This is an optimization exercise on Yosys and OpenROAD, whose aim is small area, not a production implementation.
In this exercise RTL edits were held to simulation tests only and were not proved equivalent to the original.
Power and IR drop assume default switching activity.

==> flow/run.sh <==
#!/bin/bash
# Layout: the standard ORFS flow (standard.sh) with three changes:
#  1. synthesis maps the logic with a stronger ABC script (flow/abc.script, used in
#     place of ORFS's abc_speed.script); everything else in synthesis is unchanged,
#     so the registers are the standard synthesis's.
#  2. ports are buffered with buf_1 cells.
#  3. a leaner clock tree: clkbuf_8 buffers, smaller clusters, no dummy loads.
# Each step's output goes to its own log in the work folder.
set -eo pipefail
W=$(pwd)
rm -rf "$W/scripts_abc"
cp -r "$FLOW_HOME/scripts" "$W/scripts_abc"
cp "$W/flow/abc.script" "$W/scripts_abc/abc_speed.script"
export BUFFER_PORTS_ARGS="-buffer_cell sky130_fd_sc_hd__buf_1"
export CTS_ARGS="-sink_clustering_enable -repair_clock_nets -dont_use_dummy_load -buf_list {sky130_fd_sc_hd__clkbuf_8} -sink_clustering_size 16 -sink_clustering_max_diameter 50"
SCRIPTS_DIR="$W/scripts_abc" bash standard.sh synth > "$W/synth_flow.log" 2>&1
bash standard.sh finish > "$W/layout_flow.log" 2>&1
==> flow/abc.script <==
strash
&get -n
&fraig -x
&put
scorr
dc2
dretime
strash
&get -n
&deepsyn -T 60
&dch -f
&nf
&put
==> standard.sh <==
#!/bin/bash
# synth_recipe.tcl (not shown) runs the flow's synth.tcl, then flattens the netlist and writes it again
# the make line also repeats each setting of config.mk as NAME=value (left out here)
make -C /OpenROAD-flow-scripts/flow DESIGN_CONFIG=/design/flow/config.mk WORK_HOME=/design/flow/orfs CLKGATE_MAP_FILE= SYNTH_SCRIPT=/design/flow/synth_recipe.tcl "${@:-finish}"
==> config.mk <==
export PLATFORM = sky130hd
export DESIGN_NAME = rxm_v23_sender
export DESIGN_NICKNAME = rxm_v23_sender
export VERILOG_FILES = /design/flow/design.v
export SDC_FILE = /design/flow/constraint.sdc
export NUM_CORES = 4
export LEC_CHECK = 0
export CAP_MARGIN = 20
export CORE_MARGIN = 2
export CORE_UTILIZATION = 65
export PLACE_DENSITY = 0.75
export SLEW_MARGIN = 20
==> constraint.sdc <==
create_clock -name core_clock -period 8.0 [get_ports {gmiiClk}]
set_input_delay 1.6000 -clock core_clock [delete_from_list [all_inputs] [get_ports {gmiiClk}]]
set_output_delay 1.6000 -clock core_clock [all_outputs]
set_load 0.01 [all_outputs]
==> design.v <==
module rxm_v23_sender (
input           nrst,
input           enLatch,
input			rst_latch,
input			rst_p,
input			one_second_l,
input			gmiiClk,
input           gmiiRxDv,
input  [7:0]   	gmiiRxD,
input           gmiiRxErr,
output			gmiiTxEn,
output [7:0]	gmiiTxDa,
output [7:0]	rx_data,
output			rx_end,
output			rx_da_en,
output			rxCrcErr,
output          findReset_l,
output          findDevice_l,
output          findDeviceEnd_l,
output			findInit_l,
output			findActive_l,
output			findSync_l,
output          findCtrl_l,
output          findEctrl_l,
output          findEdata_l,
output          findData_l,
output          findStstus_l,
output			findUnknow_l,
output			chk_pkt_cnt_l,
output [15:0]	pkt_cnt,
output [15:0]	sv_cnt,
input [15:0]	dropDaAddr,
output			dropDaEn,
output [7:0]	dropDa,
input [15:0]	addDaAddr,
output			addDaEn,
input [7:0]		addDa,
input [15:0]	dropStAddr,
output			dropStEn,
output [7:0]	dropStDa,
input [15:0]	addStAddr,
output			addStEn,
input [7:0]		addStDa,
output [15:0]	rxHostMac,
output [7:0]	rxLocalMac,
output [23:0]	rxDelayTime,
output [31:0]	rxCfgValue,
output [7:0]	rxLastCmd,
output [1:0]	mfc,
output [39:0]	rxRev,
output [7:0]	star_chNo,
input [7:0]		localMac,
output [15:0]	rxPacketNum,
output [15:0]	rxPacketCrcErrNum,
output [7:0]	rxDnmNum,
output 			localIndexAviable,
output [1:0]	mib_da2,
output			led_crc,
output			rxSfd
, output		lts
);
localparam [2:0] S_IDLE = 3'd0, S_PRE = 3'd1, S_SFD = 3'd2, S_DATA = 3'd3,
                 S_CHK = 3'd4, S_OK = 3'd5, S_DROP = 3'd6, S_IFG = 3'd7;
wire Clk = gmiiClk;
function [31:0] crc8;
    input [31:0] c;
    input [7:0]  d;
    integer j;
    begin
        crc8 = c;
        for (j = 0; j < 8; j = j + 1)
            crc8 = {crc8[30:0], 1'b0} ^ ((crc8[31] ^ d[j]) ? 32'h04c11db7 : 32'h0);
    end
endfunction
reg       RxDv_reg, RxErr_reg;
reg [7:0] RxD_reg;
always @(posedge Clk or negedge nrst)
    if (~nrst) begin RxDv_reg <= 1'b0; RxD_reg <= 8'h0; RxErr_reg <= 1'b0; end
    else       begin RxDv_reg <= gmiiRxDv; RxD_reg <= gmiiRxD; RxErr_reg <= gmiiRxErr; end
reg tx_en_reg0, tx_en_reg1, tx_en_reg2, tx_en_reg3;
always @(posedge Clk or negedge nrst)
    if (~nrst) begin tx_en_reg0 <= 1'b0; tx_en_reg1 <= 1'b0; tx_en_reg2 <= 1'b0; tx_en_reg3 <= 1'b0; end
    else begin tx_en_reg0 <= RxDv_reg; tx_en_reg1 <= tx_en_reg0; tx_en_reg2 <= tx_en_reg1; tx_en_reg3 <= tx_en_reg2; end
wire crc_chk_eof = tx_en_reg1 & ~tx_en_reg0;
wire rx_end_reg  = tx_en_reg2 & ~tx_en_reg1;
reg [2:0] Current_state;
reg [3:0] ifgCnt;
reg       Too_short;
reg       crc_chk_err_level_reg;
always @(posedge Clk or negedge nrst)
    if (~nrst) Current_state <= S_IDLE;
    else case (Current_state)
        S_IDLE: if (RxDv_reg && RxD_reg == 8'h55) Current_state <= S_PRE;
        S_PRE:  if (!RxDv_reg | RxErr_reg) Current_state <= S_DROP;
                else if (RxD_reg == 8'hd5) Current_state <= S_SFD;
                else if (RxD_reg != 8'h55) Current_state <= S_DROP;
        S_SFD:  if (!RxDv_reg | RxErr_reg) Current_state <= S_DROP;
                else Current_state <= S_DATA;
        S_DATA: if (!RxDv_reg && !Too_short) Current_state <= S_CHK;
                else if (!RxDv_reg && Too_short || RxErr_reg) Current_state <= S_DROP;
        S_CHK:  if (crc_chk_err_level_reg) Current_state <= S_IFG;
                else Current_state <= S_OK;
        S_DROP: if (!RxDv_reg) Current_state <= S_IFG;
        S_OK:   Current_state <= S_IFG;
        S_IFG:  if (ifgCnt == 4'd8) Current_state <= S_IDLE;
        default: Current_state <= S_IDLE;
    endcase
wire st_sfd  = (Current_state == S_SFD);
wire st_data = (Current_state == S_DATA);
wire st_ifg  = (Current_state == S_IFG);
always @(posedge Clk or negedge nrst)
    if (~nrst)       ifgCnt <= 4'd0;
    else if (st_ifg) ifgCnt <= ifgCnt + 1'b1;
    else             ifgCnt <= 4'd0;
reg [6:0] cnt;
reg       sat;
always @(posedge Clk or negedge nrst)
    if (~nrst)        begin cnt <= 7'd0; sat <= 1'b0; end
    else if (st_sfd)  begin cnt <= 7'd0; sat <= 1'b0; end
    else if (st_data) begin cnt <= cnt + 1'b1; if (&cnt) sat <= 1'b1; end
wire [6:0] genCnt     = sat ? 7'h7f : cnt;
wire [5:0] insert_cnt = cnt[5:0];
reg rx_data_en, rx_sfd_reg;
always @(posedge Clk or negedge nrst)
    if (~nrst) begin rx_data_en <= 1'b0; rx_sfd_reg <= 1'b0; Too_short <= 1'b0; end
    else begin
        rx_data_en <= (st_data | st_sfd | rx_sfd_reg) & gmiiRxDv;
        rx_sfd_reg <= (Current_state == S_PRE) & (gmiiRxD == 8'hd5);
        Too_short  <= (genCnt < 7'd63);
    end
reg posi_dmac_l, posi_type, posi_pkt_cnt, posi_sv_cnt;
always @(posedge Clk or negedge nrst)
    if (~nrst) begin posi_dmac_l <= 1'b0; posi_type <= 1'b0; posi_pkt_cnt <= 1'b0; posi_sv_cnt <= 1'b0; end
    else if (rx_data_en) begin
        posi_dmac_l  <= (genCnt == 7'd4);
        posi_type    <= (genCnt == 7'd12);
        posi_pkt_cnt <= (genCnt == 7'd23);
        posi_sv_cnt  <= (genCnt == 7'd66);
    end
    else posi_dmac_l <= 1'b0;
reg [23:0] gmacdata;
reg [7:0]  rx_tmp_da;
always @(posedge Clk or negedge nrst)
    if (~nrst) begin gmacdata <= 24'h0; rx_tmp_da <= 8'h0; end
    else begin gmacdata <= {gmacdata[15:0], RxD_reg}; rx_tmp_da <= gmacdata[23:16]; end
reg dly_en_reg0, dly_en_reg1, dly_en_reg2;
reg init_l_reg, active_l_reg, sync_l_reg, reset_l_reg, device_reg, device_end_reg;
reg ctrl_l_reg, ectrl_l_reg, edata_l_reg, data_l_reg, status_l_reg, unknow_l;
wire [15:0] source_da = {gmacdata[23:16], gmacdata[7:0]};
always @(posedge Clk or negedge nrst)
    if (~nrst) begin
        {init_l_reg, active_l_reg, sync_l_reg, reset_l_reg, device_reg, device_end_reg} <= 6'b0;
        {ctrl_l_reg, ectrl_l_reg, edata_l_reg, data_l_reg, status_l_reg, unknow_l} <= 6'b0;
    end
    else if (~dly_en_reg2) begin
        {init_l_reg, active_l_reg, sync_l_reg, reset_l_reg, device_reg, device_end_reg} <= 6'b0;
        {ctrl_l_reg, ectrl_l_reg, edata_l_reg, data_l_reg, status_l_reg, unknow_l} <= 6'b0;
    end
    else if (posi_dmac_l) begin
        if      (source_da == 16'h7000) init_l_reg     <= 1'b1;
        else if (source_da == 16'h7001) device_reg     <= 1'b1;
        else if (source_da == 16'h7002) device_end_reg <= 1'b1;
        else if (source_da == 16'h7300) sync_l_reg     <= 1'b1;
        else if (source_da == 16'h7200) reset_l_reg    <= 1'b1;
        else if (source_da == 16'h0000) data_l_reg     <= 1'b1;
        else if (source_da == 16'h0100) status_l_reg   <= 1'b1;
        else if (source_da == {8'h71, localMac}) active_l_reg <= 1'b1;
        else if (source_da == {8'h61, localMac}) ctrl_l_reg   <= 1'b1;
        else if (source_da == {8'h62, localMac}) ectrl_l_reg  <= 1'b1;
        else if (source_da == {8'h63, localMac}) edata_l_reg  <= 1'b1;
        else unknow_l <= 1'b1;
    end
assign findCtrl_l   = ctrl_l_reg;
assign findEctrl_l  = ectrl_l_reg;
assign findEdata_l  = edata_l_reg;
assign findData_l   = data_l_reg;
assign findStstus_l = status_l_reg;
assign findUnknow_l = unknow_l;
reg       crc_err_reg;
reg [2:0] init_w1_reg, active_w1_reg, reset_w1_reg, sync_w1_reg, device_w1_reg, device_end_w1_reg;
always @(posedge Clk or negedge nrst)
    if (~nrst) crc_err_reg <= 1'b0;
    else       crc_err_reg <= rx_end_reg & ~crc_chk_err_level_reg;
always @(posedge Clk or negedge nrst)
    if (~nrst) begin
        init_w1_reg <= 3'b0; active_w1_reg <= 3'b0; reset_w1_reg <= 3'b0;
        sync_w1_reg <= 3'b0; device_w1_reg <= 3'b0; device_end_w1_reg <= 3'b0;
    end
    else begin
        init_w1_reg       <= {init_w1_reg[1:0],       init_l_reg     & crc_err_reg};
        active_w1_reg     <= {active_w1_reg[1:0],     active_l_reg   & crc_err_reg};
        reset_w1_reg      <= {reset_w1_reg[1:0],      reset_l_reg    & crc_err_reg};
        sync_w1_reg       <= {sync_w1_reg[1:0],       sync_l_reg     & crc_err_reg};
        device_w1_reg     <= {device_w1_reg[1:0],     device_reg     & crc_err_reg};
        device_end_w1_reg <= {device_end_w1_reg[1:0], device_end_reg & crc_err_reg};
    end
assign findInit_l      = |init_w1_reg;
assign findActive_l    = |active_w1_reg;
assign findDevice_l    = |device_w1_reg;
assign findDeviceEnd_l = |device_end_w1_reg;
assign findSync_l      = |sync_w1_reg;
assign findReset_l     = |reset_w1_reg;
reg [31:0] chk_n;
always @(posedge Clk or negedge nrst)
    if (~nrst)           chk_n <= 32'h0;
    else if (rx_sfd_reg) chk_n <= 32'h0;
    else if (rx_data_en) chk_n <= ~crc8(~chk_n, RxD_reg);
wire chk_bad = crc_chk_eof & (chk_n != ~32'hc704dd7b);
reg  crc_chk_err_l;
always @(posedge Clk or negedge nrst)
    if (~nrst) crc_chk_err_l <= 1'b0;
    else       crc_chk_err_l <= chk_bad;
always @(posedge Clk or negedge nrst)
    if (~nrst)               crc_chk_err_level_reg <= 1'b0;
    else if (crc_chk_err_l)  crc_chk_err_level_reg <= 1'b1;
    else if (Current_state == S_IDLE) crc_chk_err_level_reg <= 1'b0;
assign rxCrcErr = crc_chk_err_level_reg;
assign rxSfd    = rx_sfd_reg;
reg        type_reg, chk_pkt_cnt;
reg [15:0] pkt_cnt_reg, pkt_sv_reg;
always @(posedge Clk or negedge nrst)
    if (~nrst)           type_reg <= 1'b0;
    else if (rx_sfd_reg) type_reg <= 1'b0;
    else if (posi_type)  type_reg <= (gmacdata[15:0] == 16'hc000);
always @(posedge Clk or negedge nrst)
    if (~nrst)             pkt_cnt_reg <= 16'h0;
    else if (rx_sfd_reg)   pkt_cnt_reg <= 16'h0;
    else if (posi_pkt_cnt) pkt_cnt_reg <= gmacdata[15:0];
always @(posedge Clk or negedge nrst)
    if (~nrst)            pkt_sv_reg <= 16'h0;
    else if (rx_sfd_reg)  pkt_sv_reg <= 16'h0;
    else if (posi_sv_cnt) pkt_sv_reg <= gmacdata[15:0];
always @(posedge Clk or negedge nrst)
    if (~nrst)           chk_pkt_cnt <= 1'b0;
    else if (rx_sfd_reg) chk_pkt_cnt <= 1'b0;
    else if (rx_end_reg) chk_pkt_cnt <= ~crc_chk_err_l & type_reg;
assign chk_pkt_cnt_l = chk_pkt_cnt;
assign pkt_cnt       = pkt_cnt_reg;
assign sv_cnt        = pkt_sv_reg;
reg [7:0] ch_cnt_64B, ch_cnt_16B;
reg avaib_status_drop, avaib_status_add, avaib_data_drop, avaib_data_add;
reg drop_status_en, add_status_en, drop_data_en, add_data_en;
reg dly_add_data_en, dly_add_status_en;
always @(posedge Clk or negedge nrst)
    if (~nrst)           ch_cnt_64B <= 8'h0;
    else if (data_l_reg) begin if (insert_cnt == 6'ha) ch_cnt_64B <= ch_cnt_64B + 1'b1; end
    else                 ch_cnt_64B <= 8'h0;
always @(posedge Clk or negedge nrst)
    if (~nrst)             ch_cnt_16B <= 8'h0;
    else if (status_l_reg) begin if (insert_cnt[3:0] == 4'hb) ch_cnt_16B <= ch_cnt_16B + 1'b1; end
    else                   ch_cnt_16B <= 8'h0;
always @(posedge Clk or negedge nrst)
    if (~nrst) begin avaib_status_drop <= 1'b0; avaib_status_add <= 1'b0; avaib_data_drop <= 1'b0; avaib_data_add <= 1'b0; end
    else begin
        avaib_status_drop <= (dropStAddr[15:8] != 0) && (dropStAddr[7:0] > dropStAddr[15:8]) && (dropStAddr[7:0] <= 8'd65);
        avaib_status_add  <= (addStAddr[15:8]  != 0) && (addStAddr[7:0]  > addStAddr[15:8])  && (addStAddr[7:0]  <= 8'd65);
        avaib_data_drop   <= (dropDaAddr[15:8] != 0) && (dropDaAddr[7:0] > dropDaAddr[15:8]) && (dropDaAddr[7:0] <= 8'd129);
        avaib_data_add    <= (addDaAddr[15:8]  != 0) && (addDaAddr[7:0]  > addDaAddr[15:8])  && (addDaAddr[7:0]  <= 8'd129);
    end
always @(posedge Clk or negedge nrst)
    if (~nrst) drop_status_en <= 1'b0;
    else if ((ch_cnt_16B == dropStAddr[15:8]) && avaib_status_drop && status_l_reg) drop_status_en <= 1'b1;
    else if (ch_cnt_16B == dropStAddr[7:0]) drop_status_en <= 1'b0;
always @(posedge Clk or negedge nrst)
    if (~nrst) add_status_en <= 1'b0;
    else if ((ch_cnt_16B == addStAddr[15:8]) && avaib_status_add && status_l_reg) add_status_en <= 1'b1;
    else if (ch_cnt_16B == addStAddr[7:0]) add_status_en <= 1'b0;
always @(posedge Clk or negedge nrst)
    if (~nrst) drop_data_en <= 1'b0;
    else if ((ch_cnt_64B == dropDaAddr[15:8]) && avaib_data_drop && data_l_reg) drop_data_en <= 1'b1;
    else if (ch_cnt_64B == dropDaAddr[7:0]) drop_data_en <= 1'b0;
always @(posedge Clk or negedge nrst)
    if (~nrst) add_data_en <= 1'b0;
    else if ((ch_cnt_64B == addDaAddr[15:8]) && avaib_data_add && data_l_reg) add_data_en <= 1'b1;
    else if (ch_cnt_64B == addDaAddr[7:0]) add_data_en <= 1'b0;
assign dropDaEn = drop_data_en;
assign dropDa   = gmiiRxD;
assign addDaEn  = add_data_en;
assign dropStEn = drop_status_en;
assign dropStDa = RxD_reg;
assign addStEn  = add_status_en;
always @(posedge Clk or negedge nrst)
    if (~nrst) begin dly_add_data_en <= 1'b0; dly_add_status_en <= 1'b0; end
    else begin dly_add_data_en <= add_data_en; dly_add_status_en <= add_status_en; end
reg [7:0]  dly_reg0, dly_reg1, dly_reg2, dly_reg3;
reg [39:0] rev_reg;
reg        insert_device_cnt;
wire       crc_gen_enable;
wire [7:0] gen_out;
always @(posedge Clk or negedge nrst)
    if (~nrst) begin
        dly_reg0 <= 8'h0; dly_reg1 <= 8'h0; dly_reg2 <= 8'h0; dly_reg3 <= 8'h0;
        dly_en_reg0 <= 1'b0; dly_en_reg1 <= 1'b0; dly_en_reg2 <= 1'b0;
    end
    else begin
        dly_reg0 <= dly_add_data_en   ? addDa   : RxD_reg;
        dly_reg1 <= dly_add_status_en ? addStDa : dly_reg0;
        dly_reg2 <= insert_device_cnt ? (rev_reg[7:0] + 1'b1) : dly_reg1;
        dly_reg3 <= crc_gen_enable ? gen_out : dly_reg2;
        dly_en_reg0 <= rx_data_en;
        dly_en_reg1 <= dly_en_reg0;
        dly_en_reg2 <= dly_en_reg1;
    end
reg rx_da_en_reg;
always @(posedge Clk or negedge nrst)
    if (~nrst)                rx_da_en_reg <= 1'b0;
    else if (genCnt == 7'h10) rx_da_en_reg <= 1'b1;
    else if (st_ifg)          rx_da_en_reg <= 1'b0;
assign rx_data  = rx_tmp_da;
assign rx_da_en = RxDv_reg & rx_da_en_reg;
assign rx_end   = rx_end_reg;
assign gmiiTxEn = tx_en_reg3;
assign gmiiTxDa = dly_reg3;
reg [7:0]  local_mac_reg, last_cmd_reg;
reg [15:0] host_mac_reg;
reg [23:0] delay_reg;
reg        lts_reg;
always @(posedge Clk or negedge nrst)
    if (~nrst)      begin local_mac_reg <= 8'h0; host_mac_reg <= 16'h0; end
    else if (rst_p) begin local_mac_reg <= 8'h0; host_mac_reg <= 16'h0; end
    else if (init_l_reg && rst_latch && genCnt == 7'hd) begin
        local_mac_reg <= gmiiRxD;
        host_mac_reg  <= {rx_tmp_da, gmacdata[23:16]};
    end
always @(posedge Clk or negedge nrst)
    if (~nrst)      last_cmd_reg <= 8'h0;
    else if (rst_p) last_cmd_reg <= 8'h0;
    else if ((ctrl_l_reg | ectrl_l_reg | edata_l_reg) && genCnt == 7'h6) last_cmd_reg <= rx_tmp_da;
always @(posedge Clk or negedge nrst)
    if (~nrst)                delay_reg <= 24'h0;
    else if (genCnt == 7'h10) delay_reg <= gmacdata;
always @(posedge Clk or negedge nrst)
    if (~nrst)                lts_reg <= 1'b0;
    else if (~RxDv_reg)       lts_reg <= 1'b0;
    else if (genCnt == 7'h12) lts_reg <= 1'b1;
reg [1:0]  conf_cnt_reg;
reg [31:0] conf_reg, conf_q;
always @(posedge Clk or negedge nrst)
    if (~nrst)      begin conf_reg <= 32'h0; conf_cnt_reg <= 2'b0; conf_q <= 32'h0; end
    else if (rst_p) begin conf_reg <= 32'h0; conf_cnt_reg <= 2'b0; conf_q <= 32'h0; end
    else if (sync_l_reg & (genCnt == 7'h14)) begin
        conf_reg     <= {gmacdata, RxD_reg};
        conf_cnt_reg <= {conf_cnt_reg[0], (conf_reg == {gmacdata, RxD_reg})};
        if (&conf_cnt_reg) conf_q <= conf_reg;
    end
always @(posedge Clk or negedge nrst)
    if (~nrst) rev_reg <= 40'h0;
    else if (sync_l_reg & (genCnt == 7'h19)) rev_reg <= {dly_reg3, dly_reg2, dly_reg1, dly_reg0, RxD_reg};
always @(posedge Clk or negedge nrst)
    if (~nrst) insert_device_cnt <= 1'b0;
    else       insert_device_cnt <= sync_l_reg & (genCnt == 7'h1a);
reg [7:0] dnm_num_reg, dnm_q;
reg [1:0] dnm_cnt;
always @(posedge Clk or negedge nrst)
    if (~nrst)      begin dnm_num_reg <= 8'h0; dnm_cnt <= 2'b0; dnm_q <= 8'h0; end
    else if (rst_p) begin dnm_num_reg <= 8'h0; dnm_cnt <= 2'b0; dnm_q <= 8'h0; end
    else if (status_l_reg & (genCnt == 7'hc)) begin
        dnm_num_reg <= RxD_reg;
        dnm_cnt     <= {dnm_cnt[0], (dnm_num_reg == RxD_reg)};
        if (&dnm_cnt) dnm_q <= dnm_num_reg;
    end
reg mfCntl_reg, mfCnth_reg;
always @(posedge Clk or negedge nrst)
    if (~nrst) begin mfCntl_reg <= 1'b0; mfCnth_reg <= 1'b0; end
    else if (sync_l_reg & (genCnt == 7'd14)) begin mfCntl_reg <= &gmacdata[15:8]; mfCnth_reg <= &gmacdata[7:0]; end
assign rxLocalMac  = local_mac_reg;
assign rxHostMac   = host_mac_reg;
assign rxLastCmd   = last_cmd_reg;
assign rxDelayTime = delay_reg;
assign rxCfgValue  = conf_q;
assign rxRev       = rev_reg;
assign mfc         = {mfCnth_reg, mfCntl_reg};
assign star_chNo   = 8'h0;
assign rxDnmNum    = dnm_q;
assign localIndexAviable = (dnm_q == local_mac_reg);
reg [2:0]  crc_en_cnt;
reg [31:0] gen_n;
wire       crc_gen_en = dly_en_reg2 & gmiiRxDv;
always @(posedge Clk or negedge nrst)
    if (~nrst)               crc_en_cnt <= 3'h7;
    else if (crc_gen_en)     crc_en_cnt <= 3'h0;
    else if (!crc_en_cnt[2]) crc_en_cnt <= crc_en_cnt + 1'b1;
assign crc_gen_enable = ~crc_en_cnt[2] & ~crc_gen_en;
always @(posedge Clk or negedge nrst)
    if (~nrst)               gen_n <= 32'h0;
    else if (rx_sfd_reg)     gen_n <= 32'h0;
    else if (crc_gen_en)     gen_n <= ~crc8(~gen_n, dly_reg2);
    else if (crc_gen_enable) gen_n <= {gen_n[23:0], 8'h00};
assign gen_out = {gen_n[24], gen_n[25], gen_n[26], gen_n[27],
                        gen_n[28], gen_n[29], gen_n[30], gen_n[31]};
reg [1:0]  one_second_edge;
reg        one_second_e;
reg [15:0] packet_all_cnt_reg, latch_packet_all_cnt;
reg [15:0] packet_all_crc_err_cnt_reg, latch_packet_all_crc_err_cnt;
always @(posedge Clk or negedge nrst)
    if (~nrst) begin one_second_edge <= 2'b0; one_second_e <= 1'b0; end
    else begin
        one_second_edge <= {one_second_edge[0], one_second_l};
        one_second_e    <= ~one_second_edge[0] & one_second_edge[1];
    end
always @(posedge Clk or negedge nrst)
    if (~nrst)             packet_all_cnt_reg <= 16'h0;
    else if (one_second_e) packet_all_cnt_reg <= 16'h0;
    else if (st_sfd)       packet_all_cnt_reg <= packet_all_cnt_reg + 1'b1;
always @(posedge Clk or negedge nrst)
    if (~nrst)              packet_all_crc_err_cnt_reg <= 16'h0;
    else if (one_second_e)  packet_all_crc_err_cnt_reg <= 16'h0;
    else if (crc_chk_err_l) packet_all_crc_err_cnt_reg <= packet_all_crc_err_cnt_reg + 1'b1;
always @(posedge Clk or negedge nrst)
    if (~nrst) begin latch_packet_all_cnt <= 16'h0; latch_packet_all_crc_err_cnt <= 16'h0; end
    else if (one_second_e) begin
        latch_packet_all_cnt         <= packet_all_cnt_reg;
        latch_packet_all_crc_err_cnt <= packet_all_crc_err_cnt_reg;
    end
assign rxPacketNum       = latch_packet_all_cnt;
assign rxPacketCrcErrNum = latch_packet_all_crc_err_cnt;
assign led_crc           = |latch_packet_all_crc_err_cnt;
reg pkt_ok_reg;
always @(posedge Clk or negedge nrst)
    if (~nrst)           pkt_ok_reg <= 1'b0;
    else if (st_sfd)     pkt_ok_reg <= 1'b0;
    else if (rx_end_reg) pkt_ok_reg <= ~crc_chk_err_l;
assign mib_da2 = {pkt_ok_reg, RxDv_reg};
assign lts     = lts_reg;
endmodule
==> reports/metrics.cfg, run 1 <==
[run]
cap_violations=0

[placement]
place.gp.congestion=0.945
hpwl_mm=41.8
dp_cells=2682
io_buffers=363
placed_area_mm2=0.0243

[route]
vias=17300
post_drt_via_cell_ratio=6.33
drc_errors=0
finalWirelength_mm=59.0
detail-route-antenna-nets=0
firstDrtPassIters=5
wl_per_cell_um=21.6
drt-initial-drc-count=1398

[die]
die_width_um=189
initial_core_util_pct=66.3
num_rows=67
coreArea_mm2=0.0336
die_area_mm2=0.0358
fp.dieH_um=189
ios=373

[synthesis]
synth.most_common_cell=dfrtp_1
seq_area_frac_synth_pct=58.0
synth_area_mm2=0.0223
synth-simple-area-share_pct=10.3
synth.avg_cell_area_um2=12.0
yosys.area.top_type_share_pct=57.6
ys_ff_latch=516
synth_cell_types=61
synthArstFlopShare_pct=100
synth_top_area_cell=dfrtp_1
yosys-top-cells-area=dfrtp_1 58%, a22o_1 6.1%, mux2_1 5.3%
ys.flop_type=dfrtp_1
synth_xor_area_share_pct=5.39
synthCells=1864
synth_enable_flop_cells=0
synthMuxAreaShare_pct=5.30
synth_warnings=1
ys_top_cells_by_count=513 x dfrtp_1, 155 x a22o_1, 104 x mux2_1, 101 x nand2_1, 97 x clkinv_1
synth_top_family_by_area=compound AO/OA/AOI/OAI gates
yosys.area_share.adder_pct=2.36
synth-compound-area-share_pct=16.4

[clocking]
ctsHoldBuffers=0
clk_path_buf_depth=3
post_cts_buffers=0
cts_resized=0
cts-root-buf=clkbuf_8
cts.htree.levels=2
clkLatencyLatePin_ns=0.60
cts.clk_slew.worst_paths_ns=0.10
cts_tree=yes
cts_buffers=44
cts.sinks=516

[run_status]
status=complete, no violations

[power]
switching_power_mw=2.01
power_frac_seq_pct=52.3
p_sw_share_pct=33.7
irDropWorstVdd_v=0.000288
power_density_mw_per_mm2=239
cellLeakagePower_nw=11.3
p_comb_share_pct=26.1
clkPwrFrac_pct=21.6
p_int_mw=3.95

[worst_setup_path]
crit_top_cell=buf_1
arrival_ns=2.00
r2r_slack_ns=5.07
path_class=input port to output pin
critical_path_buf_inv_count=2
crit_family=buffers and inverters
crit_path_end_kind=output pin
slowest_delay_ns=0.21
start_kind=input port
path_cells=buf_1 > buf_1
crit_path_top_delay_cell=buf_1
worstPathRequired_ns=6.40
critPathMaxFanout=4

[sta]
tns_ns=0
post-route-period-util_pct=45.0
whs_ns=0.353
clock.fmax_mhz=278
slew_violations=0
fin_crit_ns=3.60
setup_viol=0
worst_slew_pin_slew_ns=0.967
hold_violations=0
rsz0062_at_grt=false
finClkSkew_ns=0.0670
relSlewSlack_pct=35.1

[layout]
finalNonFillerCells=2728
largest_reg_flops=40
fillCellCount=2350
final_net_count=2426
fin_util_pct=74.2
area_growth_pct=11.9
stdcell_area_mm2=0.0249
layout-drive-gt1-share_pct=3.56

[global_route]
antenna_found_initial=3
grt_pass1_wl_mm=92.3
grt_pass1_vias=16600
grt_max_degree=180
grt_usage_pct=32.7
overflow=0

[worst_hold_path]
hold_path_class=flip-flop to flip-flop

==> through the flow <==
step	total power, mW	worst slack, ns
final	5.96	4.40
after global placement	4.63	4.14
after CTS	5.96	4.36
after floorplan	4.21	1.67
after detailed placement	4.69	4.10
after global routing	6.27	4.26
==> cells by family (layout without fill, tap and decap cells) <==
group           after synthesis  after routing
fa+ha+maj                    42             42
xor+xnor                    137            137
other cells                   1             10
simple gates                440            440
buf+inv                     117            524
mux                         105            105
compound gates              506            506
flops                       516            516
==> metal layers <==
layer	part of all wire, %	GRT usage (%)
met1	42	46.3
met2	47	51.3
met3	7.6	5.91
met4	3.5	12.0
met5	0.015	0
==> worst reg2reg max path: cells and delay by family, from the launching register on <==
| kind | cells | cell delay, ns |
|---|---|---|
| buf+inv | 1 | 0.45 |
| simple gates | 4 | 1.16 |
| compound gates | 2 | 0.59 |
| flops | 1 | 0.63 |
==> placed cells by master, fill, tap and decap left out, types with 42 or more instances in the layout <==
| cell | count |
|---|---|
| dfrtp_1 | 512 |
| buf_1 | 362 |
| a22o_1 | 155 |
| mux2_1 | 104 |
| nand2_1 | 101 |
| clkinv_1 | 97 |
| o21ai_0 | 89 |
| a21oi_1 | 86 |
| xnor2_1 | 81 |
| nor2_1 | 76 |
| xor2_1 | 56 |
| nor3_1 | 46 |
| clkbuf_8 | 44 |
| ha_1 | 42 |
==> path summary, 6_finish.rpt <==
kind | from | endpoint | cells after the start
worst max-delay path | gmiiRxD[1] | dropDa[1] | 2
worst min-delay path | dly_en_reg1 | dly_en_reg2 | 0
worst max register to register | gmacdata[0] | unknow_l | 7
worst min register to register | dly_en_reg1 | dly_en_reg2 | 0
max in group asynchronous | nrst | delay_reg[4] | 2
min in group asynchronous | nrst | rev_reg[0] | 1
==> power by group through the flow <==
stage	Combinational (mW)	Clock [mW]	Sequential (mW)
CTS	1.54	1.31	3.11
floorplan	1.10	0	3.11
finish	1.55	1.29	3.12
global placement	1.49	0	3.15
global route	1.71	1.41	3.15
detailed placement	1.53	0	3.16
==> area by class of cell <==
class,count,area (µm²),share of cell area [%]
Timing Repair Buffer,383,1550,6.22
Inverter,97,364,1.46
Sequential cell,516,12900,51.8
Clock buffer,44,606,2.43
Antenna cell,2,5.00,0.0201
Multi-Input combinational cell,1238,8930,35.8
Tap cell,448,561,2.25
==> run 2: changes to the inputs <==
--- a/flow/run.sh
+++ b/flow/run.sh
@@ -3,4 +3,5 @@
 #  1. synthesis maps the logic with a stronger ABC script (flow/abc.script, used in
-#     place of ORFS's abc_speed.script); everything else in synthesis is unchanged,
-#     so the registers are the standard synthesis's.
+#     place of ORFS's abc_speed.script) and leaves adders to ABC instead of mapping
+#     them to the platform's adder cells (ADDER_MAP_FILE empty); everything else in
+#     synthesis is unchanged, so the registers are the standard synthesis's.
 #  2. ports are buffered with buf_1 cells.
@@ -15,3 +16,3 @@
 export CTS_ARGS="-sink_clustering_enable -repair_clock_nets -dont_use_dummy_load -buf_list {sky130_fd_sc_hd__clkbuf_8} -sink_clustering_size 16 -sink_clustering_max_diameter 50"
-SCRIPTS_DIR="$W/scripts_abc" bash standard.sh synth > "$W/synth_flow.log" 2>&1
+ADDER_MAP_FILE= SCRIPTS_DIR="$W/scripts_abc" bash standard.sh synth > "$W/synth_flow.log" 2>&1
 bash standard.sh finish > "$W/layout_flow.log" 2>&1
--- a/flow/abc.script
+++ b/flow/abc.script
@@ -11,3 +11,3 @@
 &dch -f
-&nf
+&nf -R 1000
 &put
==> run 2 against run 1 <==
Still clean on timing, DRC and antenna. Area after synthesis decreased by 3.4%. Via count decreased by 2.7%. Fmax decreased by 3.5%. Critical path depth increased by 7.
==> reports/metrics.cfg, run 2 <==
[sta]
relSlewSlack_pct=26.4  ; -8.7 points
rsz0062_at_grt=false
finClkSkew_ns=0.0342  ; -0.0327 ns
worst_slew_pin_slew_ns=1.10  ; +0.137 ns
hold_violations=0  ; unchanged
tns_ns=0  ; unchanged
setup_viol=0  ; unchanged
post-route-period-util_pct=46.7  ; +1.6 points
slew_violations=0  ; unchanged
fin_crit_ns=3.73  ; +0.130 ns
clock.fmax_mhz=268  ; -3.5%

[layout]
final_net_count=2325  ; -4.2%
regArea_mm2=0.0129  ; unchanged
final_common_cell=dfrtp_1
stdcell_area_mm2=0.0241  ; -3.3%
layout-drive-gt1-share_pct=3.47  ; -0.086 points
multi_input_area_mm2=0.00817  ; -8.5%
fillCellCount=2304  ; -2.0%
area_growth_pct=12.1
final_cell_mix=512 x dfrtp_1, 362 x buf_1, 159 x a22o_1, 111 x nand2_1, 102 x nor2_1
largest_reg_flops=40  ; unchanged

[worst_setup_path]
worst_r2r_path_depth=14  ; +7
reg2reg_to=packet_all_cnt_reg[15]
arrival_ns=4.23  ; +2.23 ns
endpoint=conf_q[16]
critPathMaxFanout=36  ; +32
r2r_slack_ns=4.34  ; -0.73 ns
startpoint=rst_p
worstPathRequired_ns=8.50  ; +2.10 ns
path_class=input port to flip-flop
timing.rr.start=Current_state[2]
crit_path_end_kind=flip-flop
start_kind=input port

[clocking]
cts_tree=yes
ctsHoldBuffers=0  ; unchanged
cts_resized=0  ; unchanged
clkLatencyLatePin_ns=0.57  ; -0.03 ns
post_cts_buffers=0  ; unchanged
cts.htree.levels=2  ; unchanged
cts_buffers=43  ; -2.3%
cts.sinks=516  ; unchanged
cts-root-buf=clkbuf_8
clk_path_buf_depth=3  ; unchanged
cts.clk_slew.worst_paths_ns=0.09  ; about the same

[synthesis]
seq_area_frac_synth_pct=60.0  ; +2.0 points
synth_cell_types=53  ; -13%
synth.most_common_cell=dfrtp_1
synthCells=1806  ; -3.1%
ys_top_cells_by_count=513 x dfrtp_1, 159 x a22o_1, 111 x nand2_1, 108 x nor2_1, 100 x o21ai_0
synth_warnings=1  ; unchanged
synth.avg_cell_area_um2=11.9  ; -0.28%
yosys.area.top_type_share_pct=59.6  ; +2.0 points
synthArstFlopShare_pct=100  ; unchanged
ys_ff_latch=516  ; unchanged
ys.flop_type=dfrtp_1
synth_area_mm2=0.0215  ; -3.4%
yosys-top-cells-area=dfrtp_1 60%, a22o_1 6.5%, mux2_1 5.0%
synth_enable_flop_cells=0  ; unchanged
synth_top_area_cell=dfrtp_1

[placement]
hpwl_mm=40.5  ; -3.2%
io_buffers=363  ; unchanged
placed_area_mm2=0.0235  ; -3.3%
place.gp.congestion=0.920  ; -2.6%

[route]
drt-initial-drc-count=1484  ; +6.2%
detail-route-antenna-nets=0  ; unchanged
firstDrtPassIters=7  ; +2
vias=16800  ; -2.7%
wl_per_cell_um=21.4  ; -1.1%
post_drt_via_cell_ratio=6.31  ; -0.37%
finalWirelength_mm=57.0  ; -3.5%
drc_errors=0  ; unchanged

[die]
fp.dieH_um=186  ; -1.7%
coreArea_mm2=0.0325  ; -3.2%
die_width_um=186  ; -1.7%
num_rows=66  ; -1.5%
initial_core_util_pct=66.1  ; -0.12 points
die_area_mm2=0.0346  ; -3.3%
ios=373  ; unchanged

[global_route]
grt_pass1_vias=16000  ; -3.7%
grt_max_degree=172  ; -4.4%
grt_usage_pct=32.9  ; +0.20 points
grt_pass1_wl_mm=87.9  ; -4.8%
antenna_found_initial=5  ; +2
overflow=0  ; unchanged

[run]
cap_violations=0  ; unchanged

[power]
irDropWorstVdd_v=0.000201  ; -30%
power_density_mw_per_mm2=235  ; -1.7%
cellLeakagePower_nw=10.9  ; -3.8%

[worst_hold_path]
hold_path_class=flip-flop to flip-flop

[run_status]
status=complete, no violations

run 2: cell types whose count changed in the layout (fill, tap and decap cells not counted), moves of 11 or more:
cell and delta:
and4_1 -17, nand3_1 -26, xnor2_1 -13, o21ai_0 +11
ha_1 -42, o22ai_1 +16, nor2_1 +26
run 2: cells by family after synthesis:
| group | Yosys count | synth area share [%] |
|---|---|---|
| buffers and inverters | 110 | 2.27 |
| flip-flops | 516 | 60.0 |
| multiplexers | 96 | 5.02 |
| XOR/XNOR | 130 | 5.29 |
| AND/OR/NAND/NOR | 427 | 9.73 |
| other | 1 | 0.0174 |
| AO/OA/AOI/OAI | 520 | 17.4 |
| adder cells (fa/ha/maj) | 6 | 0.279 |
run 2: worst max-delay path, stage by stage:
cell and delay (ns):
buf_1 0.55, nand2b_1 0.23, nor4_2 0.05, buf_4 0.26, and3_1 0.23, buf_4 0.24, nor2_2 0.54, buf_4 0.34
a22o_1 0.16
run 2: how the worst min path moves through the flow:
| stage | to | slack [ns] | depth (start not counted) | start |
|---|---|---|---|---|
| 2_1_floorplan | dly_en_reg1 | 0.33 | 0 | dly_en_reg0 |
| 3_3_place_gp | dly_en_reg2 | 0.33 | 0 | dly_en_reg1 |
| 3_5_place_dp | dly_en_reg2 | 0.34 | 0 | dly_en_reg1 |
| 4_1_cts | dly_en_reg2 | 0.36 | 0 | dly_en_reg1 |
| 5_1_grt | dly_en_reg2 | 0.37 | 0 | dly_en_reg1 |
| 6_report | dly_en_reg1 | 0.36 | 0 | dly_en_reg0 |
run 2: final cells by class:
type	count	area share, %
Sequential cell	516	53.6
Timing Repair Buffer	383	6.39
Inverter	90	1.40
Clock buffer	43	2.45
Multi-Input combinational cell	1187	33.9
Antenna cell	3	0.0311
Tap cell	442	2.29
run 2: routing by layer:
layer	routed length (µm)	GRT usage (%)	part of all wire [%]	vias up
met1	23100	45.5	41	8362
met4	2040	12.5	3.6	6
met2	26600	51.5	47	782
met3	5160	7.45	9.0	145
li1	-	-	-	7509
met5	48	0	0.084	-
run 2: report_power, final:
| group | switching [mW] | leakage [nW] | internal, mW |
|---|---|---|---|
| Clock | 0.777 | 0.309 | 0.482 |
| Sequential | 0.244 | 6.90 | 2.82 |
| Combinational | 0.844 | 3.67 | 0.503 |
| Total | 1.87 | 10.9 | 3.80 |
run 2: stage by stage:
| step | std cells | hold WS, ns | total power [mW] | util, % | setup slack, ns |
|---|---|---|---|---|---|
| finish | 2664 | 0.357 | 5.67 | 74.1 | 4.27 |
| floorplan | 1813 | 0.331 | 4.01 | - | 1.82 |
| global placement | 2618 | 0.331 | 4.39 | 72.3 | 3.79 |
| CTS | 2661 | 0.361 | 5.68 | 74.1 | 4.32 |
| global route | 2661 | 0.365 | 5.98 | 74.1 | 4.03 |
| detailed placement | 2618 | 0.340 | 4.43 | 72.3 | 3.72 |
==> run 3: changes to the inputs <==
--- a/design.v
+++ b/design.v
@@ -146,36 +146,45 @@
 reg dly_en_reg0, dly_en_reg1, dly_en_reg2;
-reg init_l_reg, active_l_reg, sync_l_reg, reset_l_reg, device_reg, device_end_reg;
-reg ctrl_l_reg, ectrl_l_reg, edata_l_reg, data_l_reg, status_l_reg, unknow_l;
+localparam [3:0] F_NONE = 4'd0, F_CTRL = 4'd1, F_ECTRL = 4'd2, F_EDATA = 4'd3,
+                 F_DATA = 4'd4, F_STATUS = 4'd5, F_UNKNOWN = 4'd6,
+                 F_INIT = 4'd8, F_ACTIVE = 4'd9, F_RESET = 4'd10, F_SYNC = 4'd11,
+                 F_DEVICE = 4'd12, F_DEVEND = 4'd13;
+reg  [3:0] ftype;
+reg  [3:0] fcode;
 wire [15:0] source_da = {gmacdata[23:16], gmacdata[7:0]};
-always @(posedge Clk or negedge nrst)
-    if (~nrst) begin
-        {init_l_reg, active_l_reg, sync_l_reg, reset_l_reg, device_reg, device_end_reg} <= 6'b0;
-        {ctrl_l_reg, ectrl_l_reg, edata_l_reg, data_l_reg, status_l_reg, unknow_l} <= 6'b0;
-    end
-    else if (~dly_en_reg2) begin
-        {init_l_reg, active_l_reg, sync_l_reg, reset_l_reg, device_reg, device_end_reg} <= 6'b0;
-        {ctrl_l_reg, ectrl_l_reg, edata_l_reg, data_l_reg, status_l_reg, unknow_l} <= 6'b0;
-    end
-    else if (posi_dmac_l) begin
-        if      (source_da == 16'h7000) init_l_reg     <= 1'b1;
-        else if (source_da == 16'h7001) device_reg     <= 1'b1;
-        else if (source_da == 16'h7002) device_end_reg <= 1'b1;
-        else if (source_da == 16'h7300) sync_l_reg     <= 1'b1;
-        else if (source_da == 16'h7200) reset_l_reg    <= 1'b1;
-        else if (source_da == 16'h0000) data_l_reg     <= 1'b1;
-        else if (source_da == 16'h0100) status_l_reg   <= 1'b1;
-        else if (source_da == {8'h71, localMac}) active_l_reg <= 1'b1;
-        else if (source_da == {8'h61, localMac}) ctrl_l_reg   <= 1'b1;
-        else if (source_da == {8'h62, localMac}) ectrl_l_reg  <= 1'b1;
-        else if (source_da == {8'h63, localMac}) edata_l_reg  <= 1'b1;
-        else unknow_l <= 1'b1;
-    end
-assign findCtrl_l   = ctrl_l_reg;
-assign findEctrl_l  = ectrl_l_reg;
-assign findEdata_l  = edata_l_reg;
+always @(*) begin
+    if      (source_da == 16'h7000) fcode = F_INIT;
+    else if (source_da == 16'h7001) fcode = F_DEVICE;
+    else if (source_da == 16'h7002) fcode = F_DEVEND;
+    else if (source_da == 16'h7300) fcode = F_SYNC;
+    else if (source_da == 16'h7200) fcode = F_RESET;
+    else if (source_da == 16'h0000) fcode = F_DATA;
+    else if (source_da == 16'h0100) fcode = F_STATUS;
+    else if (source_da == {8'h71, localMac}) fcode = F_ACTIVE;
+    else if (source_da == {8'h61, localMac}) fcode = F_CTRL;
+    else if (source_da == {8'h62, localMac}) fcode = F_ECTRL;
+    else if (source_da == {8'h63, localMac}) fcode = F_EDATA;
+    else fcode = F_UNKNOWN;
+end
+always @(posedge Clk or negedge nrst)
+    if (~nrst)             ftype <= F_NONE;
+    else if (~dly_en_reg2) ftype <= F_NONE;
+    else if (posi_dmac_l)  ftype <= fcode;
+wire init_l_reg   = (ftype == F_INIT);
+wire sync_l_reg   = (ftype == F_SYNC);
+wire data_l_reg   = (ftype == F_DATA);
+wire status_l_reg = (ftype == F_STATUS);
+wire cmd_l        = ~ftype[3] & ~ftype[2] & (ftype[1] | ftype[0]);    
+assign findCtrl_l   = (ftype == F_CTRL);
+assign findEctrl_l  = (ftype == F_ECTRL);
+assign findEdata_l  = (ftype == F_EDATA);
 assign findData_l   = data_l_reg;
 assign findStstus_l = status_l_reg;
-assign findUnknow_l = unknow_l;
+assign findUnknow_l = (ftype == F_UNKNOWN);
+localparam [2:0] K_INIT = 3'd0, K_ACTIVE = 3'd1, K_RESET = 3'd2, K_SYNC = 3'd3,
+                 K_DEVICE = 3'd4, K_DEVEND = 3'd5;
 reg       crc_err_reg;
-reg [2:0] init_w1_reg, active_w1_reg, reset_w1_reg, sync_w1_reg, device_w1_reg, device_end_w1_reg;
+reg [2:0] cmd_hist;
+reg [2:0] cmd_kind;
+wire      cmd_any   = ftype[3];
+wire      cmd_pulse = crc_err_reg & cmd_any;
 always @(posedge Clk or negedge nrst)
@@ -184,20 +193,15 @@
 always @(posedge Clk or negedge nrst)
-    if (~nrst) begin
-        init_w1_reg <= 3'b0; active_w1_reg <= 3'b0; reset_w1_reg <= 3'b0;
-        sync_w1_reg <= 3'b0; device_w1_reg <= 3'b0; device_end_w1_reg <= 3'b0;
-    end
+    if (~nrst) begin cmd_hist <= 3'b0; cmd_kind <= 3'd0; end
     else begin
-        init_w1_reg       <= {init_w1_reg[1:0],       init_l_reg     & crc_err_reg};
-        active_w1_reg     <= {active_w1_reg[1:0],     active_l_reg   & crc_err_reg};
-        reset_w1_reg      <= {reset_w1_reg[1:0],      reset_l_reg    & crc_err_reg};
-        sync_w1_reg       <= {sync_w1_reg[1:0],       sync_l_reg     & crc_err_reg};
-        device_w1_reg     <= {device_w1_reg[1:0],     device_reg     & crc_err_reg};
-        device_end_w1_reg <= {device_end_w1_reg[1:0], device_end_reg & crc_err_reg};
-    end
-assign findInit_l      = |init_w1_reg;
-assign findActive_l    = |active_w1_reg;
-assign findDevice_l    = |device_w1_reg;
-assign findDeviceEnd_l = |device_end_w1_reg;
-assign findSync_l      = |sync_w1_reg;
-assign findReset_l     = |reset_w1_reg;
+        cmd_hist <= {cmd_hist[1:0], cmd_pulse};
+        if (cmd_pulse)
+            cmd_kind <= ftype[2:0];
+    end
+wire cmd_on = |cmd_hist;
+assign findInit_l      = cmd_on & (cmd_kind == K_INIT);
+assign findActive_l    = cmd_on & (cmd_kind == K_ACTIVE);
+assign findReset_l     = cmd_on & (cmd_kind == K_RESET);
+assign findSync_l      = cmd_on & (cmd_kind == K_SYNC);
+assign findDevice_l    = cmd_on & (cmd_kind == K_DEVICE);
+assign findDeviceEnd_l = cmd_on & (cmd_kind == K_DEVEND);
 reg [31:0] chk_n;
@@ -327,3 +331,3 @@
     else if (rst_p) last_cmd_reg <= 8'h0;
-    else if ((ctrl_l_reg | ectrl_l_reg | edata_l_reg) && genCnt == 7'h6) last_cmd_reg <= rx_tmp_da;
+    else if (cmd_l && genCnt == 7'h6) last_cmd_reg <= rx_tmp_da;
 always @(posedge Clk or negedge nrst)
==> run 3 against run 2 <==
Still clean on timing, DRC and antenna. Setup slack lost 0.32 ns. Register-to-register slack got worse by 0.07 ns. First-iteration DRC count grew 11%. Critical path type unchanged. Critical endpoint is now conf_q[15].
==> reports/metrics.cfg, run 3 <==
[sta]
tns_ns=0  ; unchanged
worst_slew_pin_slew_ns=1.04  ; -0.0680 ns
post-route-period-util_pct=50.6  ; +4.0 points
clock.fmax_mhz=247  ; -7.8%
finClkSkew_ns=0.0800  ; +0.0457 ns
fin_crit_ns=4.05  ; +0.318 ns
hold_violations=0  ; unchanged
setup_viol=0  ; unchanged
relSlewSlack_pct=31.0  ; +4.5 points
rsz0062_at_grt=false
slew_violations=0  ; unchanged

[run_status]
status=complete, no violations

[route]
detail-route-antenna-nets=0  ; unchanged
vias=16600  ; -1.1%
firstDrtPassIters=6  ; -1
finalWirelength_mm=56.0  ; -1.8%
drc_errors=0  ; unchanged
drt-initial-drc-count=1643  ; +11%
wl_per_cell_um=21.1  ; -1.4%
post_drt_via_cell_ratio=6.26  ; -0.70%

[clocking]
clkLatencyLatePin_ns=0.59  ; +0.02 ns
cts.sinks=496  ; -3.9%
cts-root-buf=clkbuf_8
cts_tree=yes
cts_buffers=42  ; -2.3%
post_cts_buffers=0  ; unchanged
ctsHoldBuffers=0  ; unchanged
cts.clk_slew.worst_paths_ns=0.10  ; about the same
clk_path_buf_depth=3  ; unchanged
cts_resized=0  ; unchanged
cts.htree.levels=2  ; unchanged

[placement]
place.gp.congestion=0.931  ; +1.1%
io_buffers=363  ; unchanged
hpwl_mm=40.0  ; -1.2%
dp_cells=2608  ; -0.38%

[synthesis]
synth.most_common_cell=dfrtp_1
ys_ff_latch=496  ; -3.9%
synth_top_area_cell=dfrtp_1
seq_area_frac_synth_pct=58.8  ; -1.2 points
synthArstFlopShare_pct=100  ; unchanged
synth_enable_flop_cells=0  ; unchanged
synth.avg_cell_area_um2=11.7  ; -1.5%
synth_warnings=1  ; unchanged
yosys.area.top_type_share_pct=58.5  ; -1.2 points
synth_area_mm2=0.0211  ; -1.9%
synthCells=1798  ; -0.44%
yosys-top-cells-area=dfrtp_1 58%, a22o_1 6.1%, mux2_1 5.7%
ys.flop_type=dfrtp_1
synth_cell_types=57  ; +7.5%
ys_top_cells_by_count=493 x dfrtp_1, 147 x a22o_1, 107 x mux2_1, 103 x nand2_1, 99 x clkinv_1

[worst_setup_path]
path_class=input port to flip-flop
start_kind=input port
crit_path_end_kind=flip-flop
crit_top_cell=buf_4
worstPathRequired_ns=8.47  ; -0.03 ns
crit_family=buffers and inverters
r2r_slack_ns=4.27  ; -0.07 ns
critPathMaxFanout=36  ; unchanged
slowest_delay_ns=0.58  ; +0.03 ns
path_cells=buf_1 > or3_1 > nor3_2 > buf_4 > and3_1 > buf_4 > nor2_2 > buf_4 > a22o_1
critical_path_buf_inv_count=4  ; unchanged
crit_path_top_delay_cell=and3_1
arrival_ns=4.52  ; +0.29 ns

[worst_hold_path]
hold_path_class=flip-flop to flip-flop

[die]
fp.dieH_um=184  ; -0.95%
num_rows=65  ; -1.5%
coreArea_mm2=0.0318  ; -2.3%
initial_core_util_pct=66.4  ; +0.23 points
ios=373  ; unchanged
die_area_mm2=0.0339  ; -1.9%
die_width_um=184  ; -0.95%

[run]
cap_violations=0  ; unchanged

[global_route]
grt_pass1_vias=16100  ; +0.51%
antenna_found_initial=3  ; -2
grt_max_degree=183  ; +6.4%
grt_usage_pct=33.0  ; +0.11 points
grt_pass1_wl_mm=87.5  ; -0.41%
overflow=0  ; unchanged

[power]
irDropWorstVdd_v=0.000187  ; -7.0%
power_mw=6.10  ; +7.6%
cellLeakagePower_nw=10.6  ; -2.8%
power_density_mw_per_mm2=257  ; +9.4%

[layout]
final_cell_mix=492 x dfrtp_1, 362 x buf_1, 147 x a22o_1, 107 x mux2_1, 103 x nand2_1
finalNonFillerCells=2652  ; -0.45%
final_net_count=2321  ; -0.17%
fin_util_pct=74.6  ; +0.45 points
area_growth_pct=12.4
layout-drive-gt1-share_pct=3.52  ; +0.051 points
final_common_cell=dfrtp_1
largest_reg_flops=40  ; unchanged

-- run 3: changes by cell type in the layout (fill, tap and decap cells not counted), moves of 10 or more --
cell     change
dfrtp_1     -20
a21oi_1     +18
nor3_1      +16
xnor2_1     +13
a22o_1      -12
nand3_1     +12
o21ai_0     -12
mux2_1      +11
nor2_1      -10
-- run 3: path summary, 6_finish.rpt --
path | startpoint | endpoint | depth (start not counted)
worst max-delay path | rst_p | conf_q[15] | 9
worst min-delay path | tx_en_reg2 | tx_en_reg3 | 0
worst max register to register | Current_state[2] | packet_all_cnt_reg[15] | 13
worst min register to register | tx_en_reg2 | tx_en_reg3 | 0
max in group asynchronous | nrst | chk_n[27] | 2
min in group asynchronous | nrst | rev_reg[36] | 1
-- run 3: layout make-up --
| cell class | count | area, µm² |
|---|---|---|
| fillers | 2284 | 8080 |
| clock buffers | 42 | 578 |
| repair buffers | 388 | 1580 |
| inverters | 99 | 372 |
| diodes | 2 | 5.00 |
| well taps | 435 | 544 |
| multi-input cells | 1190 | 8220 |
| flip-flops and latches | 496 | 12400 |
-- run 3: cell families after synthesis --
group,count (synthesis),synth area share [%]
adder cells (fa/ha/maj),6,0.285
AND/OR/NAND/NOR,430,10.0
multiplexers,108,5.76
flip-flops,496,58.8
AO/OA/AOI/OAI,501,16.9
XOR/XNOR,137,5.68
other,1,0.0178
buffers and inverters,119,2.47
-- run 3: metrics by stage --
stage | worst slack, ns | cell area, µm² | hold WS, ns
after floorplan | 2.31 | 21100 | 0.331
after global placement | 3.46 | 23100 | 0.335
after detailed placement | 3.45 | 23100 | 0.335
after CTS | 4.06 | 23700 | 0.344
after global routing | 3.85 | 23700 | 0.356
final | 3.95 | 23700 | 0.350
-- run 3: layer usage --
layer	track usage, %	wire (µm)	share of wire [%]	vias up
li1	-	-	-	7455
met1	46.5	23400	42	8317
met2	53.2	26600	47	731
met3	6.24	4460	8.0	109
met4	9.34	1570	2.8	0
met5	0	0	0	-
-- run 3: report_power, final --
part           leakage (nW)  internal [mW]  total (mW)  switching (mW)
logic                  3.70          0.678        1.74            1.06
clock network         0.302          0.471        1.23           0.763
registers              6.56           2.82        3.13           0.310
total                  10.6           3.96        6.10            2.13
==> run 4: changes to the inputs <==
--- a/design.v
+++ b/design.v
@@ -243,3 +243,4 @@
 assign sv_cnt        = pkt_sv_reg;
-reg [7:0] ch_cnt_64B, ch_cnt_16B;
+reg [7:0] ch_cnt;
+reg       ch_data;
 reg avaib_status_drop, avaib_status_add, avaib_data_drop, avaib_data_add;
@@ -248,9 +249,9 @@
 always @(posedge Clk or negedge nrst)
-    if (~nrst)           ch_cnt_64B <= 8'h0;
-    else if (data_l_reg) begin if (insert_cnt == 6'ha) ch_cnt_64B <= ch_cnt_64B + 1'b1; end
-    else                 ch_cnt_64B <= 8'h0;
-always @(posedge Clk or negedge nrst)
-    if (~nrst)             ch_cnt_16B <= 8'h0;
-    else if (status_l_reg) begin if (insert_cnt[3:0] == 4'hb) ch_cnt_16B <= ch_cnt_16B + 1'b1; end
-    else                   ch_cnt_16B <= 8'h0;
+    if (~nrst) begin ch_cnt <= 8'h0; ch_data <= 1'b0; end
+    else begin
+        ch_data <= data_l_reg;
+        if (data_l_reg)        begin if (insert_cnt == 6'ha)      ch_cnt <= ch_cnt + 1'b1; end
+        else if (status_l_reg) begin if (insert_cnt[3:0] == 4'hb) ch_cnt <= ch_cnt + 1'b1; end
+        else                   ch_cnt <= 8'h0;
+    end
 always @(posedge Clk or negedge nrst)
@@ -265,16 +266,16 @@
     if (~nrst) drop_status_en <= 1'b0;
-    else if ((ch_cnt_16B == dropStAddr[15:8]) && avaib_status_drop && status_l_reg) drop_status_en <= 1'b1;
-    else if (ch_cnt_16B == dropStAddr[7:0]) drop_status_en <= 1'b0;
+    else if ((ch_cnt == dropStAddr[15:8]) && avaib_status_drop && status_l_reg) drop_status_en <= 1'b1;
+    else if (ch_data ? (dropStAddr[7:0] == 8'h0) : (ch_cnt == dropStAddr[7:0])) drop_status_en <= 1'b0;
 always @(posedge Clk or negedge nrst)
     if (~nrst) add_status_en <= 1'b0;
-    else if ((ch_cnt_16B == addStAddr[15:8]) && avaib_status_add && status_l_reg) add_status_en <= 1'b1;
-    else if (ch_cnt_16B == addStAddr[7:0]) add_status_en <= 1'b0;
+    else if ((ch_cnt == addStAddr[15:8]) && avaib_status_add && status_l_reg) add_status_en <= 1'b1;
+    else if (ch_data ? (addStAddr[7:0] == 8'h0) : (ch_cnt == addStAddr[7:0])) add_status_en <= 1'b0;
 always @(posedge Clk or negedge nrst)
     if (~nrst) drop_data_en <= 1'b0;
-    else if ((ch_cnt_64B == dropDaAddr[15:8]) && avaib_data_drop && data_l_reg) drop_data_en <= 1'b1;
-    else if (ch_cnt_64B == dropDaAddr[7:0]) drop_data_en <= 1'b0;
+    else if ((ch_cnt == dropDaAddr[15:8]) && avaib_data_drop && data_l_reg) drop_data_en <= 1'b1;
+    else if (ch_data ? (ch_cnt == dropDaAddr[7:0]) : (dropDaAddr[7:0] == 8'h0)) drop_data_en <= 1'b0;
 always @(posedge Clk or negedge nrst)
     if (~nrst) add_data_en <= 1'b0;
-    else if ((ch_cnt_64B == addDaAddr[15:8]) && avaib_data_add && data_l_reg) add_data_en <= 1'b1;
-    else if (ch_cnt_64B == addDaAddr[7:0]) add_data_en <= 1'b0;
+    else if ((ch_cnt == addDaAddr[15:8]) && avaib_data_add && data_l_reg) add_data_en <= 1'b1;
+    else if (ch_data ? (ch_cnt == addDaAddr[7:0]) : (addDaAddr[7:0] == 8'h0)) add_data_en <= 1'b0;
 assign dropDaEn = drop_data_en;
--- a/config.mk
+++ b/config.mk
@@ -7,3 +7,3 @@
 export LEC_CHECK = 0
-export CAP_MARGIN = 20
+export CAP_MARGIN = 5
 export CORE_MARGIN = 2
@@ -11,2 +11,2 @@
 export PLACE_DENSITY = 0.75
-export SLEW_MARGIN = 20
+export SLEW_MARGIN = 5
==> run 4 against run 3 <==
Still clean on timing, DRC and antenna. Cell area shrank 1.6%. First-iteration DRC count shrank 21%. Cell count shrank 2.8%. Combinational power shrank 34%. Critical endpoint is now conf_q[12]. Largest power group unchanged.
==> reports/metrics.cfg, run 4 <==
[run_status]
status=complete, no violations

[power]
power_frac_seq_pct=54.4  ; +3.2 points
p_int_mw=3.57  ; -9.9%
power_density_mw_per_mm2=224  ; -13%
p_sw_share_pct=31.7  ; -3.3 points
switching_power_mw=1.65  ; -22%
cellLeakagePower_nw=10.5  ; -0.48%
p_comb_share_pct=21.9  ; -6.6 points
irDropWorstVdd_v=0.000301  ; +61%
clkPwrFrac_pct=23.8  ; +3.6 points

[placement]
dp_cells=2534  ; -2.8%
io_buffers=363  ; unchanged
placed_area_mm2=0.0227  ; -1.6%
place.gp.congestion=0.929  ; -0.19%
hpwl_mm=40.2  ; +0.49%

[synthesis]
seq_area_frac_synth_pct=58.8  ; -0.071 points
yosys.area.top_type_share_pct=58.4  ; -0.076 points
synth_enable_flop_cells=0  ; unchanged
synth_top_area_cell=dfrtp_1
synthCells=1765  ; -1.8%
ys_top_cells_by_count=486 x dfrtp_1, 155 x a22o_1, 125 x nand2_1, 108 x mux2_1, 91 x a21oi_1
synth_xor_area_share_pct=5.72  ; +0.032 points
yosys-top-cells-area=dfrtp_1 58%, a22o_1 6.5%, mux2_1 5.8%
synth-simple-area-share_pct=9.75  ; -0.27 points
synth_area_mm2=0.0208  ; -1.3%
synthArstFlopShare_pct=100  ; unchanged
synthMuxAreaShare_pct=5.84  ; +0.081 points
synth_warnings=1  ; unchanged
synth.avg_cell_area_um2=11.8  ; +0.55%
synth_cell_types=54  ; -5.3%
synth_top_family_by_area=compound AO/OA/AOI/OAI gates
ys_ff_latch=489  ; -1.4%
yosys.area_share.adder_pct=0.0961  ; -0.19 points
synth-compound-area-share_pct=17.5  ; +0.59 points
ys.flop_type=dfrtp_1
synth.most_common_cell=dfrtp_1

[layout]
layout-drive-gt1-share_pct=3.26  ; -0.26 points
largest_reg_flops=40  ; unchanged
final_net_count=2281  ; -1.7%
final_common_cell=dfrtp_1
area_growth_pct=12.0
stdcell_area_mm2=0.0233  ; -1.6%
finalNonFillerCells=2579  ; -2.8%
final_cell_mix=485 x dfrtp_1, 362 x buf_1, 155 x a22o_1, 125 x nand2_1, 108 x mux2_1

[clocking]
clk_path_buf_depth=3  ; unchanged
clkLatencyLatePin_ns=0.58  ; about the same
post_cts_buffers=0  ; unchanged
cts_resized=0  ; unchanged
cts_tree=yes
cts.sinks=489  ; -1.4%
ctsHoldBuffers=0  ; unchanged
cts-root-buf=clkbuf_8
cts_buffers=43  ; +2.4%
cts.htree.levels=2  ; unchanged
cts.clk_slew.worst_paths_ns=0.08  ; -0.02 ns

[global_route]
grt_max_degree=180  ; -1.6%
gr-usage-met3_pct=5.68  ; -0.56 points
antenna_found_initial=2  ; -1
grt_pass1_vias=16000  ; -0.89%
grt_usage_pct=33.6  ; +0.55 points
grt_use_met2_pct=53.4  ; +0.22 points
use_met1_pct=47.6  ; +1.1 points
top_usage_layer=met2
overflow=0  ; unchanged
grt_pass1_wl_mm=88.6  ; +1.2%

[worst_setup_path]
crit_path_end_kind=flip-flop
path_cells=buf_1 > buf_4 > or4_1 > nor2_2 > buf_4 > and3_1 > buf_4 > nor2_2 > buf_4 > a22o_1
crit_top_cell=buf_4
critPathMaxFanout=36  ; unchanged
critical_path_buf_inv_count=5  ; +1
crit_path_top_delay_cell=and3_1
crit_family=simple AND/OR/NAND/NOR gates
path_class=input port to flip-flop
start_kind=input port
arrival_ns=4.48  ; -0.04 ns
worstPathRequired_ns=8.45  ; -0.02 ns
slowest_delay_ns=0.69  ; +0.11 ns

[sta]
clock.fmax_mhz=249  ; +0.68%
tns_ns=0  ; unchanged
post-route-period-util_pct=50.3  ; -0.34 points
relSlewSlack_pct=10.9  ; -20 points
finClkSkew_ns=0.0813  ; +0.00137 ns
hold_violations=0  ; unchanged
setup_viol=0  ; unchanged
rsz0062_at_grt=false
fin_crit_ns=4.02  ; -0.0274 ns
slew_violations=0  ; unchanged
worst_slew_pin_slew_ns=1.33  ; +0.296 ns

[die]
initial_core_util_pct=66.0  ; -0.35 points
ios=373  ; unchanged
fp.dieH_um=183  ; -0.64%
die_width_um=183  ; -0.64%
coreArea_mm2=0.0316  ; -0.77%
num_rows=65  ; unchanged
die_area_mm2=0.0335  ; -1.3%

[run]
cap_violations=0  ; unchanged

[route]
finalWirelength_mm=56.3  ; +0.56%
post_drt_via_cell_ratio=6.44  ; +2.8%
detail-route-antenna-nets=0  ; unchanged
wl_per_cell_um=21.8  ; +3.4%
drc_errors=0  ; unchanged
firstDrtPassIters=6  ; unchanged
vias=16600  ; -0.066%
drt-initial-drc-count=1306  ; -21%

[worst_hold_path]
hold_path_class=flip-flop to flip-flop

==> run 4: cell count changes after synthesis, sizes merged, moves of 6 or more <==
cell,change
nand2,+22
xor2,+6
a222oi,-9
dfrtp,-7
nor2,-26
clkinv,-12
a22o,+8
nor3,-7
xnor2,-7
==> run 4: cells by family after synthesis <==
group,count (synthesis)
AND/OR/NAND/NOR,412
AO/OA/AOI/OAI,510
XOR/XNOR,136
adder cells (fa/ha/maj),2
buffers and inverters,107
flip-flops,489
multiplexers,108
other,1
==> run 4: power by group through the flow <==
stage | registers, mW | clock network (mW) | logic, mW
2_1_floorplan | 2.83 | 0 | 0.834
6_report | 2.84 | 1.24 | 1.14
3_5_place_dp | 2.88 | 0 | 1.13
5_1_grt | 2.87 | 1.35 | 1.27
4_1_cts | 2.84 | 1.26 | 1.13
3_3_place_gp | 2.88 | 0 | 1.10
==> run 4: through the flow <==
step / total power, mW / worst slack, ns / util [%] / hold slack, ns
global route: 5.49 / 3.87 / 74.0 / 0.362
finish: 5.23 / 3.98 / 74.0 / 0.356
CTS: 5.23 / 4.03 / 74.0 / 0.358
detailed placement: 4.01 / 3.43 / 72.1 / 0.339
floorplan: 3.66 / 2.97 / - / 0.331
global placement: 3.98 / 3.48 / 72.1 / 0.334
==> run 4: final timing paths <==
kind / startpoint / end / slack, ns / cells after the start
min in group asynchronous: nrst / conf_reg[11] / 0.89 / 1
worst max-delay path: rst_p / conf_q[12] / 3.98 / 10
worst min-delay path: dly_en_reg0 / dly_en_reg1 / 0.36 / 0
worst max register to register: Current_state[1] / packet_all_cnt_reg[15] / 4.31 / 13
max in group asynchronous: nrst / host_mac_reg[0] / 5.40 / 3
worst min register to register: dly_en_reg0 / dly_en_reg1 / 0.36 / 0
==> run 4: routing by layer <==
metal  routed length, µm  part of all wire (%)
met5                   0                     0
met2               26400                    47
met3                4750                   8.4
met4                1970                   3.5
met1               23100                    41
==> run 4: final cells by class <==
cell class / instances / area [µm²]
flip-flops and latches: 489 / 12200
fillers: 2342 / 8210
multi-input cells: 1176 / 8160
repair buffers: 380 / 1520
clock buffers: 43 / 592
well taps: 402 / 503
inverters: 87 / 327
diodes: 2 / 5.00

## re-timing with driven ports
In the flow no input, the clock included, has a driving cell. The finished layouts below were timed again as built, in two steps. Step 1 (the two cells are an assumption about what drives the block):
set clk [get_ports {gmiiClk}]
set_driving_cell -lib_cell sky130_fd_sc_hd__clkbuf_16 $clk
set_driving_cell -lib_cell sky130_fd_sc_hd__buf_2 [delete_from_list [all_inputs] $clk]
Step 2 times the ports against the registers' clock, not the clock port: input delays grow and output delays shrink by t, the midpoint of the rising clock arrivals with the driver on. Three values: ideal, step 1, step 2; two values: the first two.
run	t, ns	slack for setup (ns)	clock arrival spread, ns	worst register clock-pin slew, ns	worst data-port slew with drivers (ns)
run 1	0.619	4.397 / 4.348 / 4.028	0.067 / 0.067	0.10 / 0.10	0.08
run 2	0.607	4.267 / 4.291 / 3.684	0.040 / 0.040	0.10 / 0.10	0.09
run 3	0.602	3.950 / 3.977 / 3.376	0.084 / 0.085	0.10 / 0.10	0.10
run 4	0.586	3.977 / 3.989 / 3.411	0.086 / 0.086	0.10 / 0.10	0.11
After both steps every run listed still meets setup and hold. The setup slack of run 2, which loses most, moves by +0.024 ns with the drivers and by -0.583 ns with both steps.
